From an optimization exercise on the open Yosys and OpenROAD flow, aimed at small area; shortcuts taken in it are not production practice.
The RTL of this run was laid out without a check of its function.
Power and IR drop assume default switching activity.

==> flow/run.sh <==
#!/bin/bash
# synth_recipe.tcl (not shown) runs the flow's synth.tcl, then flattens the netlist and writes it again
# the make line also repeats each setting of config.mk as NAME=value (left out here)
make -C /OpenROAD-flow-scripts/flow DESIGN_CONFIG=/design/flow/config.mk WORK_HOME=/design/flow/orfs CLKGATE_MAP_FILE= SYNTH_SCRIPT=/design/flow/synth_recipe.tcl finish
==> flow/config.mk <==
export PLATFORM = sky130hd
export DESIGN_NAME = gaussian_noise
export DESIGN_NICKNAME = gaussian_noise
export VERILOG_FILES = /design/flow/design.v
export SDC_FILE = /design/flow/constraint.sdc
export NUM_CORES = 4
export LEC_CHECK = 0
export CAP_MARGIN = 20
export CORE_MARGIN = 2
export CORE_UTILIZATION = 40
export SLEW_MARGIN = 20
==> flow/constraint.sdc <==
create_clock -name core_clock -period 15.0 [get_ports {clk}]
set_input_delay 3.0000 -clock core_clock [delete_from_list [all_inputs] [get_ports {clk}]]
set_output_delay 3.0000 -clock core_clock [all_outputs]
set_load 0.01 [all_outputs]
==> flow/design.v <==
module uniformRV32 ( RST, CLK, Y );
  input   CLK;
  input   RST;
  parameter [31:0] SEED = 32'h0F0F0F0F;
  output reg [31:0]  Y;
  reg  [31:0] next;
  always@* begin
    next[31] = Y[30];
    next[30] = Y[29];
    next[29] = Y[28];
    next[28] = Y[27];
    next[27] = Y[26];
    next[26] = Y[25];
    next[25] = Y[24];
    next[24] = Y[23];
    next[23] = Y[22];
    next[22] = Y[21];
    next[21] = Y[20];
    next[20] = Y[19];
    next[19] = Y[18];
    next[18] = Y[17];
    next[17] = Y[16];
    next[16] = Y[15];
    next[15] = Y[14];
    next[14] = Y[13];
    next[13] = Y[12];
    next[12] = Y[11];
    next[11] = Y[10];
    next[10] = Y[9];
    next[9] = Y[8];
    next[8] = Y[7];
    next[7] = Y[6];
    next[6] = Y[5];
    next[5] = Y[4];
    next[4] = Y[3];
    next[3] = Y[2];
    next[2] = Y[1];
    next[1] = Y[0];
    next[0] = Y[31]^Y[21]^Y[1]^Y[0];
  end
  always@(posedge CLK or posedge RST) begin
    if (RST) begin
      Y <= SEED;
    end else begin
      Y <= next;
    end
  end
endmodule
module gaussian_noise_40db (Y, clk, Y_hat, noise, reset);
input	[31:0]	Y;	
input clk, reset;
output reg [31:0]  	Y_hat, noise;
wire [31:0] noise1,noise2, noise3,noise4,noise5, noise6;
localparam [31:0] seed = 32'h0F0F0F0F;
uniformRV32 #(.SEED(seed)) uniformRV32_1( .RST (reset), .CLK (clk), .Y (noise1));
uniformRV32 #(.SEED(seed+15)) uniformRV32_2( .RST (reset), .CLK (clk), .Y (noise2));
uniformRV32 #(.SEED(seed+8)) uniformRV32_3( .RST (reset), .CLK (clk), .Y (noise3));
uniformRV32 #(.SEED(seed+12)) uniformRV32_4( .RST (reset), .CLK (clk), .Y (noise4));
uniformRV32 #(.SEED(seed+50)) uniformRV32_5( .RST (reset), .CLK (clk), .Y (noise5));
uniformRV32 #(.SEED(seed+47)) uniformRV32_6( .RST (reset), .CLK (clk), .Y (noise6));
always@(*)	 begin
	 noise = (noise1+noise2+noise3+noise4+noise5+noise6);
	 Y_hat = {{10'h00000000}, {noise[31:10]}}+Y;  
end
endmodule
module gaussian_noise_30db (Y, clk, Y_hat, noise, reset);
input	[31:0]	Y;	
input clk, reset;
output reg [31:0]  	Y_hat, noise;
wire [31:0] noise1,noise2, noise3,noise4,noise5, noise6;
localparam [31:0] seed = 32'h0FEFBF0F;
uniformRV32 #(.SEED(seed)) uniformRV32_1( .RST (reset), .CLK (clk), .Y (noise1));
uniformRV32 #(.SEED(seed+15)) uniformRV32_2( .RST (reset), .CLK (clk), .Y (noise2));
uniformRV32 #(.SEED(seed+8)) uniformRV32_3( .RST (reset), .CLK (clk), .Y (noise3));
uniformRV32 #(.SEED(seed+12)) uniformRV32_4( .RST (reset), .CLK (clk), .Y (noise4));
uniformRV32 #(.SEED(seed+50)) uniformRV32_5( .RST (reset), .CLK (clk), .Y (noise5));
uniformRV32 #(.SEED(seed+47)) uniformRV32_6( .RST (reset), .CLK (clk), .Y (noise6));
always@(*)	 begin
	 noise = (noise1+noise2+noise3+noise4+noise5+noise6);
	 Y_hat = {{8'b00000000}, {noise[31:8]}}+Y;  
end
endmodule
module gaussian_noise_20db (Y, clk, Y_hat, noise, reset);
input	[31:0]	Y;	
input clk, reset;
output reg [31:0]  	Y_hat, noise;
wire [31:0] noise1,noise2, noise3,noise4,noise5, noise6;
localparam [31:0] seed = 32'h0AEFBA0F;
uniformRV32 #(.SEED(seed)) uniformRV32_1( .RST (reset), .CLK (clk), .Y (noise1));
uniformRV32 #(.SEED(seed+15)) uniformRV32_2( .RST (reset), .CLK (clk), .Y (noise2));
uniformRV32 #(.SEED(seed+8)) uniformRV32_3( .RST (reset), .CLK (clk), .Y (noise3));
uniformRV32 #(.SEED(seed+12)) uniformRV32_4( .RST (reset), .CLK (clk), .Y (noise4));
uniformRV32 #(.SEED(seed+50)) uniformRV32_5( .RST (reset), .CLK (clk), .Y (noise5));
uniformRV32 #(.SEED(seed+47)) uniformRV32_6( .RST (reset), .CLK (clk), .Y (noise6));
always@(*)	 begin
	 noise = (noise1+noise2+noise3+noise4+noise5+noise6);
	 Y_hat = {{6'h00000000}, {noise[31:6]}}+Y;  
end
endmodule
module gaussian_noise_10db (Y, clk, Y_hat, noise, reset);
input	[31:0]	Y;	
input clk, reset;
output reg [31:0]  	Y_hat, noise;
wire [31:0] noise1,noise2, noise3,noise4,noise5, noise6;
localparam [31:0] seed = 32'h0AEF6A04;
uniformRV32 #(.SEED(seed)) uniformRV32_1( .RST (reset), .CLK (clk), .Y (noise1));
uniformRV32 #(.SEED(seed+15)) uniformRV32_2( .RST (reset), .CLK (clk), .Y (noise2));
uniformRV32 #(.SEED(seed+8)) uniformRV32_3( .RST (reset), .CLK (clk), .Y (noise3));
uniformRV32 #(.SEED(seed+12)) uniformRV32_4( .RST (reset), .CLK (clk), .Y (noise4));
uniformRV32 #(.SEED(seed+50)) uniformRV32_5( .RST (reset), .CLK (clk), .Y (noise5));
uniformRV32 #(.SEED(seed+47)) uniformRV32_6( .RST (reset), .CLK (clk), .Y (noise6));
always@(*)	 begin
	 noise = (noise1+noise2+noise3+noise4+noise5+noise6);
	 Y_hat = {{4'h00000000}, {noise[31:4]}}+Y;  
end
endmodule
module gaussian_noise_0db (Y, clk, Y_hat, noise, reset);
input	[31:0]	Y;	
input clk, reset;
output reg [31:0]  	Y_hat, noise;
wire [31:0] noise1,noise2, noise3,noise4,noise5, noise6;
localparam [31:0] seed = 32'h0A2F6204;
uniformRV32 #(.SEED(seed)) uniformRV32_1( .RST (reset), .CLK (clk), .Y (noise1));
uniformRV32 #(.SEED(seed+15)) uniformRV32_2( .RST (reset), .CLK (clk), .Y (noise2));
uniformRV32 #(.SEED(seed+8)) uniformRV32_3( .RST (reset), .CLK (clk), .Y (noise3));
uniformRV32 #(.SEED(seed+12)) uniformRV32_4( .RST (reset), .CLK (clk), .Y (noise4));
uniformRV32 #(.SEED(seed+50)) uniformRV32_5( .RST (reset), .CLK (clk), .Y (noise5));
uniformRV32 #(.SEED(seed+47)) uniformRV32_6( .RST (reset), .CLK (clk), .Y (noise6));
always@(*)	 begin
	 noise = (noise1+noise2+noise3+noise4+noise5+noise6);
	 Y_hat = {{2'h00000000}, {noise[31:2]}}+Y;  
end
endmodule
module gaussian_noise_m10db (Y, clk, Y_hat, noise, reset);
input	[31:0]	Y;	
input clk, reset;
output reg [31:0]  	Y_hat, noise;
wire [31:0] noise1,noise2, noise3,noise4,noise5, noise6;
localparam [31:0] seed = 32'h112C6204;
uniformRV32 #(.SEED(seed)) uniformRV32_1( .RST (reset), .CLK (clk), .Y (noise1));
uniformRV32 #(.SEED(seed+15)) uniformRV32_2( .RST (reset), .CLK (clk), .Y (noise2));
uniformRV32 #(.SEED(seed+8)) uniformRV32_3( .RST (reset), .CLK (clk), .Y (noise3));
uniformRV32 #(.SEED(seed+12)) uniformRV32_4( .RST (reset), .CLK (clk), .Y (noise4));
uniformRV32 #(.SEED(seed+50)) uniformRV32_5( .RST (reset), .CLK (clk), .Y (noise5));
uniformRV32 #(.SEED(seed+47)) uniformRV32_6( .RST (reset), .CLK (clk), .Y (noise6));
always@(*)	 begin
	 noise = (noise1+noise2+noise3+noise4+noise5+noise6);
	 Y_hat = noise+Y;  
end
endmodule
module gaussian_noise (Y, select, clk, Y_hat, noise_debug, reset, state);
input [31:0] Y ;
input [2:0] select;
input reset;
input clk;
output reg [31:0] Y_hat, noise_debug;
output reg [2:0] state;
wire reset_0;
wire [31:0] Y_hat_40, Y_hat_30, Y_hat_20, Y_hat_10, Y_hat_0, Y_hat_m10;
wire [31:0] noise_debug_40, noise_debug_30, noise_debug_20, noise_debug_10, noise_debug_0, noise_debug_m10;
assign reset_0 = reset;
gaussian_noise_40db gaussian_noise_40db_1(.Y (Y), .clk (clk), .Y_hat (Y_hat_40), .noise (noise_debug_40), .reset(reset_0));
gaussian_noise_30db gaussian_noise_30db_1(.Y (Y), .clk (clk), .Y_hat (Y_hat_30), .noise (noise_debug_30), .reset(reset_0));
gaussian_noise_20db gaussian_noise_20db_1(.Y (Y), .clk (clk), .Y_hat (Y_hat_20), .noise (noise_debug_20), .reset(reset_0));
gaussian_noise_10db gaussian_noise_10db_1(.Y (Y), .clk (clk), .Y_hat (Y_hat_10), .noise (noise_debug_10), .reset(reset_0));
gaussian_noise_0db gaussian_noise_0db_1(.Y (Y), .clk (clk), .Y_hat (Y_hat_0), .noise (noise_debug_0), .reset(reset_0));
gaussian_noise_m10db gaussian_noise_m10db_1(.Y (Y), .clk (clk), .Y_hat (Y_hat_m10), .noise (noise_debug_m10), .reset(reset_0));
always@(*)	 begin
if(select == 3'b000) begin 
	Y_hat=Y_hat_40;
	noise_debug = noise_debug_40;
	state=select;	
end
else if(select == 3'b001) begin 
	Y_hat=Y_hat_30;
	noise_debug = noise_debug_30; 
	state=select;	
end
else if(select == 3'b010) begin 
	Y_hat=Y_hat_20;
	noise_debug = noise_debug_20; 
	state=select;	
end
else if(select == 3'b011) begin 
	Y_hat=Y_hat_10;
	noise_debug = noise_debug_10; 
	state=select;	
end
else if(select == 3'b100) begin 
	Y_hat=Y_hat_0;
	noise_debug = noise_debug_0; 
	state=select;	
end
else if(select == 3'b101) begin 
	Y_hat=Y_hat_m10;
	noise_debug = noise_debug_m10; 
	state=select;	
end
else begin 
	Y_hat=Y;
	noise_debug = 32'h00000000; 
	state=select;	
end
end
endmodule
==> run notes <==
where the power goes:
part / leakage, nW / switching [mW] / internal (mW)
logic: 21.2 / 0.247 / 0.0982
registers: 14.0 / 0 / 3.12
clock network: 2.14 / 1.33 / 1.90
total: 37.4 / 1.58 / 5.11
area by class of cell:
class	instances	area [µm²]
clock buffers	196	3826
flip-flops and latches	1152	29530
inverters	1363	5120
fillers	15960	95520
repair buffers	132	1306
diodes	8	20.02
multi-input cells	3519	35190
clock inverters	48	589.3
well taps	2325	2909
worst max-delay path, delay by kind of cell, from the launching register on:
kind,cells,cell delay (ps)
xor gates and xnor gates,2,540
and+or+nand+nor,4,900
buffers and inverters,6,970
DFF,1,550
adders and majority gates,6,2330
AOI/OAI and AO/OA,15,3590
cell usage in the layout, fill, tap and decap left out, drive strengths merged, types with 32 or more instances in the layout:
| cell type | n |
|---|---|
| a211oi | 57 |
| a21o | 148 |
| a21oi | 304 |
| a31oi | 53 |
| and3 | 32 |
| buf | 32 |
| clkbuf | 196 |
| clkdlybuf4s50 | 100 |
| dfrtp | 588 |
| dfstp | 564 |
| fa | 744 |
| ha | 346 |
| inv | 1374 |
| nand2 | 234 |
| nand2b | 51 |
| nand3 | 70 |
| nor2 | 226 |
| nor3 | 50 |
| o211ai | 49 |
| o21a | 52 |
| o21ai | 218 |
| o21bai | 41 |
| xnor2 | 306 |
| xor2 | 154 |
kinds of logic (layout without fill, tap and decap cells):
logic type | Yosys count | count (layout)
buf+inv | 1444 | 1739
simple gates | 778 | 778
fa+ha+maj | 1091 | 1091
other cells | 0 | 8
flops | 1152 | 1152
compound gates | 1142 | 1142
xor+xnor | 460 | 460
mux | 48 | 48
worst max-delay path by stage:
stage          slack, ps                                      end  depth (start not counted)
6_report            2310                                Y_hat[30]                         33
5_1_grt             1880                                Y_hat[30]                         33
4_1_cts             2430                                Y_hat[30]                         33
3_5_place_dp        3330                                Y_hat[30]                         33
3_3_place_gp        3460                                Y_hat[30]                         28
2_1_floorplan      -3440  gaussian_noise_0db_1.uniformRV32_1.Y[0]                          1
layer usage:
metal  GRT usage  vias up  wire (µm)
li1            -    19900          -
met1      0.2958    22610      81290
met2      0.3384     1268      86680
met3     0.03279      406       9705
met4      0.1172        4      11250
met5           0        -         27
through the flow:
| stage | TNS, ps | util | area, µm² | setup WS (ps) |
|---|---|---|---|---|
| 4_1_cts | 0 | 0.4509 | 78460 | 2430 |
| 5_1_grt | 0 | 0.4511 | 78490 | 1879 |
| 3_5_place_dp | 0 | 0.4255 | 74050 | 3335 |
| 3_3_place_gp | 0 | 0.4255 | 74040 | 3461 |
| 2_1_floorplan | -2024950 | - | 70150 | -3444 |
| 6_report | 0 | 0.4511 | 78500 | 2312 |
==> summary.txt <==
STA
  – Final hold vios: 0
  – Setup violation total in the final timing report: 0
  – Hold Slack: 349.5 ps
  – RSZ-0062 raised after global routing: false
  – Period utilisation layout: 0.8459
  – Rel. slew slack: 0.1818
  – Tmin final: 12,690 ps
  – Setup Skew: 36.65 ps
  – Worst Tran Pin Value: 1218 ps
  – Slew Viols, Final: 0
  – F_max: 78.81 MHz

Logic synthesis
  – Leading area contributor after synthesis: fa_1
  – Xor and xnor area share after synthesis: 0.05743
  – Synthesized net count: 7,242
  – Synth cell types: 99
  – Synth area leaders: fa_1 21%, dfstp_2 21%, dfrtp_1 21%
  – Post-synth top area share: 0.2123
  – Gate Count Post-Synth: 6,115
  – Synth Area per Inst: 11.47 µm²
  – Async SR Flop Fraction: 1.000
  – Post-synthesis sequential area ratio: 0.4210
  – Number of flops mapped to enable cells by yosys: 0
  – Ys flop type: dfrtp_1
  – Fraction of the mapped netlist area in adder cells: 0.2742
  – Mux cell area share after synthesis: 0.01002
  – Synth Area in Simple Gates: 0.05174
  – Post-synthesis compound-gate area fraction: 0.1081
  – Synth cell count leaders: 1,362 x inv_1, 744 x fa_1, 588 x dfrtp_1
  – Synth Cell Area: 70,150 µm²
  – Count leader, synth: inv_1
  – Synth Warn #: 43
  – Largest family of logic cells by synthesized area: adder cells
  – Register bit count reported by yosys: 1,152

Pwr
  – Max IR drop VDD: 0.08800 mV
  – Pwr/cell area: 85.21 nW/µm²
  – Pleak: 37.37 nW
  – Total power: 6.689 mW

Clocking
  – CTS tree: built
  – Clock buffer depth: 3
  – Number of clock sinks: 1,152
  – CTS resizes: 0
  – Setup Buffers After CTS: 0
  – TritonCTS Buffers: 131
  – Hold Buf Count CTS: 0
  – # H-tree levels: 4
  – Root buffer cell: clkbuf_16
  – Clock Latency Late Sink: 790 ps
  – Clk slew on worst S/H paths: 60 ps

Hold path
  – Hold path start: gaussian_noise_20db_1.uniformRV32_6.Y[7]
  – Hold EP: gaussian_noise_20db_1.uniformRV32_6.Y[8]
  – Worst hold path type: reg -> reg
  – Hold Crit Depth: 0

Routing
  – Drt initial violations: 3,550
  – Post-Route WL: 189,000 µm
  – Via count: 44.19k
  – Routed len/inst: 21.61 µm
  – DRC viols: 0
  – Final ANT Viol Nets: 0
  – Vias per inst: 5.054
  – Total iterations of the first detailed-routing run: 6

Worst setup path
  – CP Launch Type: flip-flop
  – Worst reg2reg endpoint: gaussian_noise_0db_1.uniformRV32_2.Y[0]
  – WP data required: 12,000 ps
  – Worst-path fanout max: 4
  – Reg2Reg Depth: 2
  – CP Launch Point: gaussian_noise_40db_1.uniformRV32_3.Y[1]
  – Flop2flop setup slack: 13,950 ps
  – CP Class: reg -> out
  – Crit Reg-Reg Startpoint: gaussian_noise_0db_1.uniformRV32_2.Y[21]
  – Slowest CP cell: o21ai_0
  – CP endpoint kind: output port
  – Critical Path AT: 9690 ps
  – Worst path max stage delay: 810 ps

Floorplanning
  – Die H: 422.8 µm
  – Io pins: 104
  – Starting Density: 0.4031
  – Die footprint: 178,700 µm²
  – Cell Rows: 153
  – Die X: 422.8 µm
  – Core area: 174,000 µm²

Finish
  – Area Overhead vs Synth: 11.90%
  – Fin nets: 7,426
  – Non-filler cells in the finished layout: 8,743
  – Layout cells sized above 1: 0.1371

Place
  – HPWL after DPL: 150,500 µm
  – GPL Wtd Cong: 1.006
  – IO Port Bufs: 103
  – Placed cell count: 8,491

GRT
  – Number of antenna violations at the first check in global routing: 25
  – Gr usage total: 0.2181
  – First-pass GRT wire length: 293,900 µm
  – Largest net degree at the start of global routing: 184
  – Vias in the first global route: 47.28k
  – Global route overflow: 0

Job
  – Number of max-cap violations: 0

Run status
  – Status: finished clean

afterwards: timing with drivers on the ports:
In the flow no input, the clock included, has a driving cell. The finished layout below was timed again as built, in two steps. Step 1 sets driving cells, clkbuf_16 on the clock port and buf_2 on the other inputs (assumed; they add their load-dependent delay and slew). Step 2 moves the port delays by t, midway between the first and last clock arrival at a register: inputs arrive t later, outputs are due t later. That takes back most of the time a late clock gives input paths. a / b / c = no drivers / after step 1 / after step 2; a / b = the first two.
t (ns): 0.869
setup slack, ns: 2.312 / 2.221 / 3.090
latest minus earliest clock arrival (ns): 0.059 / 0.060
worst data-port slew with drivers (ns): 0.18
After both steps setup and hold are still met in this run. The setup slack of this run moves by -0.091 ns with the drivers and by +0.778 ns with both steps.
